This design comes from an exercise in tuning for small area on the open sky130 flow, not from production work. Function was checked by simulation only, so behaviour that the tests miss may differ from the original. Power figures rest on the tool's default switching activity, not on a simulated workload.

Design programmer, start of the top module:
module programmer (
	input 			sys_clk,
	input 			sys_nrst,
	input 			MISO,
	output			MOSI,
	output			SCK,
	output 			NSS,
	input [15:0] 	command,
	input 			out_fifo_empty,
	input [15:0]	out_fifo_rd_data,
	output			out_fifo_rd_en,
	output reg 		program_done,
	output reg 		verify_done,
	output reg 		program_error,
	output reg 		spi_violation_err,
	output reg 		spi_process_err
);
For scale: ~1900 cells after synthesis, about 45 I/O pins.
export LEC_CHECK = 0
export ABC_AREA = 1
export CAP_MARGIN = 20
export CORE_MARGIN = 2
export CORE_UTILIZATION = 70
export CTS_BUF_LIST = sky130_fd_sc_hd__clkbuf_16
export CTS_CLUSTER_DIAMETER = 150
export CTS_CLUSTER_SIZE = 25
export PLACE_DENSITY = 0.8
export SLEW_MARGIN = 20
create_clock -name core_clock -period 8.0 [get_ports {sys_clk}]
standard.sh (not shown) runs the stock make flow with config.mk's settings and CLKGATE_MAP_FILE= SYNTH_SCRIPT=/design/flow/synth_recipe.tcl, a recipe that flattens the netlist after the stock synthesis.
==> flow/flow/run.sh <==
#!/bin/bash
# The standard layout (standard.sh, with its standard synthesis) with
# these changes:
#  - after the standard synthesis, the logic between the registers is mapped
#    again for area by ABC (remap.ys / remap.abc); the registers are kept
#    as the standard synthesis made them (same instances, names, cell types);
#  - the input and output port buffers are the smallest buffer (buf_1);
#  - clock tree synthesis adds no dummy loads.
# Logs: standard_synth.log, remap.log, standard.log here; ORFS's own logs
# under orfs/logs.
set -euo pipefail
export BUFFER_PORTS_ARGS="-buffer_cell sky130_fd_sc_hd__buf_1"
export CTS_ARGS="-sink_clustering_enable -repair_clock_nets -sink_clustering_size 25 -sink_clustering_max_diameter 150 -buf_list sky130_fd_sc_hd__clkbuf_16 -dont_use_dummy_load"

bash standard.sh synth > standard_synth.log 2>&1

RES=orfs/results/${FLOW_PLATFORM}/programmer/base
LIB=${FLOW_HOME}/platforms/${FLOW_PLATFORM}/lib/sky130_fd_sc_hd__tt_025C_1v80.lib
YOSYS=yosys
if [ -x "${FLOW_HOME}/../tools/install/yosys/bin/yosys" ]; then
  YOSYS="${FLOW_HOME}/../tools/install/yosys/bin/yosys"
fi
DONTUSE=""
for c in $(sed -n '/^export DONT_USE_CELLS/,/^$/p' ${FLOW_HOME}/platforms/${FLOW_PLATFORM}/config.mk | tr -d '\\' | tr ' ' '\n' | grep '^sky130'); do
  DONTUSE="$DONTUSE -dont_use $c"
done
cp ${RES}/1_2_yosys.v standard_1_2_yosys.v
sed -e "s#LIBFILE#${LIB}#g" -e "s#NETLIST_IN#$(pwd)/standard_1_2_yosys.v#" \
    -e "s#NETLIST_OUT#$(pwd)/remapped_1_2_yosys.v#" -e "s#ABCSCRIPT#$(pwd)/flow/remap.abc#" \
    -e "s#DONTUSE#${DONTUSE}#" flow/remap.ys > remap_run.ys
"${YOSYS}" -s remap_run.ys > remap.log 2>&1
cp remapped_1_2_yosys.v ${RES}/1_2_yosys.v
touch ${RES}/1_2_yosys.v
rm -f ${RES}/1_synth.odb ${RES}/1_synth.sdc

bash standard.sh > standard.log 2>&1
==> flow/flow/remap.abc <==
strash
dch -f
amap
strash
dch -f
amap
strash
dch -f
amap
strash
dch -f
amap
strash
dch -f
amap
strash
dch -f
amap
topo
dnsize
==> flow/flow/remap.ys <==
# Re-map the standard synthesis's logic between its registers for area.
# The registers (dfxtp / edfxtp instances) are kept as they are, with their
# names and cell types; only the combinational cells are mapped again.
read_liberty -ignore_miss_func -ignore_miss_dir LIBFILE
read_verilog NETLIST_IN
hierarchy -top programmer
blackbox sky130_fd_sc_hd__dfxtp_1 sky130_fd_sc_hd__edfxtp_1
setattr -set keep 1 t:sky130_fd_sc_hd__dfxtp_1 t:sky130_fd_sc_hd__edfxtp_1
flatten
opt -purge
abc -liberty LIBFILE DONTUSE -script ABCSCRIPT
opt -purge
stat -liberty LIBFILE
write_verilog -noattr -nohex -nodec NETLIST_OUT
The baseline finished clean.
Then changed:
==> flow/flow/run.sh (replaced) <==
#!/bin/bash
# The standard layout (standard.sh, unchanged synthesis) with two changes:
#  - the input and output port buffers are the smallest buffer (buf_1);
#  - clock tree synthesis adds no dummy loads.
# Each tool's full output goes to the ORFS logs under orfs/logs; make's own
# output goes to standard.log here.
export BUFFER_PORTS_ARGS="-buffer_cell sky130_fd_sc_hd__buf_1"
export CTS_ARGS="-sink_clustering_enable -repair_clock_nets -sink_clustering_size 25 -sink_clustering_max_diameter 150 -buf_list sky130_fd_sc_hd__clkbuf_16 -dont_use_dummy_load"
bash standard.sh > standard.log 2>&1
removed: flow/flow/remap.abc
removed: flow/flow/remap.ys
Outcome:
- The new run ran to the end with no violations
- first-iteration DRC count fell by 6.0%
- global-route usage fell by 2.0 points
- clock-buffer cell count is unchanged
- final area rose by about 11%
- critical path depth fell by 13
- final cell count rose by about 26%
- die area rose by about 14%
- power rose by 7.0%
- worst hold slack hardly moves

Setup of job 8261:
Another version of the RTL of programmer (not shown whole).
Size: ~2500 cells after synthesis, roughly 510 flip-flops, about 45 I/O pins.
clock: 8.0 ns
lec_check: 0
abc_area: 1
cap_margin: 20
core_margin: 2
core_utilization: 60
cts_buf_list: sky130_fd_sc_hd__clkbuf_16
cts_cluster_diameter: 150
cts_cluster_size: 25
place_density: 0.7
slew_margin: 20
==> flow/flow/run.sh <==
#!/bin/bash
# The standard layout (standard.sh, unchanged synthesis) with two changes:
#  - the input and output port buffers are the smallest buffer (buf_1);
#  - clock tree synthesis adds no dummy loads.
# Each tool's full output goes to the ORFS logs under orfs/logs; make's own
# output goes to standard.log here.
export BUFFER_PORTS_ARGS="-buffer_cell sky130_fd_sc_hd__buf_1"
export CTS_ARGS="-sink_clustering_enable -repair_clock_nets -sink_clustering_size 25 -sink_clustering_max_diameter 150 -buf_list sky130_fd_sc_hd__clkbuf_16 -dont_use_dummy_load"
bash standard.sh > standard.log 2>&1
> inputs changed (job 8261 -> job 2076)
Settings: a deleted ABC_AREA that had been 1; a change of CORE_UTILIZATION from 60 to 70; a change of PLACE_DENSITY from 0.7 to 0.8.
### Flow results
In terms of adder and majority gate portion of the synthesized area, job 8261 and job 2076 differ only marginally.
Job 2076 against job 8261: synthesized cell count -about 16%; clock share of power +4.2 points; overall power -about 15%.
Changes observed in job 2076 relative to job 8261: first-pass GRT wire length moved up; count of final max-slew check failures level.
diff inputs: job 2076 => job 4784
Settings: setting ABC_AREA to 1 for the first time.
--- outcome ---
Between job 2076 and job 4784, clock share of power decreased. Job 4784 ends up with a detail-routed via count per cell that is 0.61 lower than in job 2076. Diff job 2076 -> job 4784 | count of inverters not on the clock network in the layout | increase of 490%. In job 4784 relative to job 2076, final cell count without fillers had gone up by more than 10%. Relative area change from synthesis to final layout ends up lower on job 2076. Total non-filler cell area in the finished layout in job 4784 vs job 2076: down 730 µm². Run comparison: job 4784 kind of critical path in2reg; job 2076 kind of critical path reg2reg. Compared to job 2076, job 4784 has first-pass iteration count of the detailed router 1 higher. Number of global-route vias before repair, job 4784 and job 2076: lower on job 2076. Against job 2076, job 4784 comes in 17% higher on total power. Area of the core: higher on job 2076. The worst setup path endpoint comes out sa[38] in one run and spi_enable in the other, namely in job 4784 and job 2076 respectively.
Modified inputs, job 8171 compared to job 4784
--- a/flow/flow/run.sh
+++ b/flow/flow/run.sh
@@ -6,4 +6,4 @@
 # output goes to standard.log here.
 export BUFFER_PORTS_ARGS="-buffer_cell sky130_fd_sc_hd__buf_1"
-export CTS_ARGS="-sink_clustering_enable -repair_clock_nets -sink_clustering_size 25 -sink_clustering_max_diameter 150 -buf_list sky130_fd_sc_hd__clkbuf_16 -dont_use_dummy_load"
+export CTS_ARGS="-sink_clustering_enable -repair_clock_nets -sink_clustering_size 28 -sink_clustering_max_diameter 120 -buf_list sky130_fd_sc_hd__clkbuf_16 -dont_use_dummy_load"
 bash standard.sh > standard.log 2>&1
Notes after the runs:
Per the comparison of job 8171 with job 4784, detailed-routing wirelength on met1 decreased by 0.88% relative to the old numbers; utilization decreased by 0.17 points relative to the old numbers. Job 8171 went all the way through the flow, and no timing, DRC or antenna check failed. Job 8171 vs. job 4784: via count flat, number of nets at the end of the flow neither gained nor lost much. Part of the power in the clock network: job 8171 < job 4784. Job 8171: worst voltage drop across the vdd grid 1.6% above job 4784. The worst setup slack of job 8171 exceeds that of job 4784 by 0.015 ns.

==> afterwards: timing with drivers on the ports <==
In the flow no input, the clock included, has a driving cell. The finished layouts below were timed again as built, in two steps.
Step 1, drivers: a clkbuf_16 drives sys_clk and a buf_2 each remaining input, both assumed.
Step 2 also shifts input and output timing later by t, the mid clock arrival at the registers, as if the neighbouring blocks saw the same clock.
a / b / c = no drivers / after step 1 / after step 2; a / b = the first two.
run	t (ns)	setup WS [ns]	worst hold slack (ns)	pins driven straight from the clock port
the first run of note 1	0.603	1.480 / 1.480 / 1.480	0.310 / 0.310 / 0.310	1
the second run of note 1	0.609	3.197 / 3.226 / 2.617	0.308 / 0.308 / 0.308	1
job 8261	0.614	3.596 / 3.596 / 3.179	0.333 / 0.333 / 0.333	1
job 2076	0.619	2.636 / 2.636 / 2.636	0.320 / 0.320 / 0.320	1
job 4784	0.603	3.585 / 3.586 / 3.003	0.298 / 0.298 / 0.298	1
job 8171	0.595	3.600 / 3.612 / 3.031	0.327 / 0.327 / 0.327	1
After both steps every run listed still meets setup and hold. The setup slack of job 4784, which loses most, moves by +0.001 ns with the drivers and by -0.582 ns with both steps.
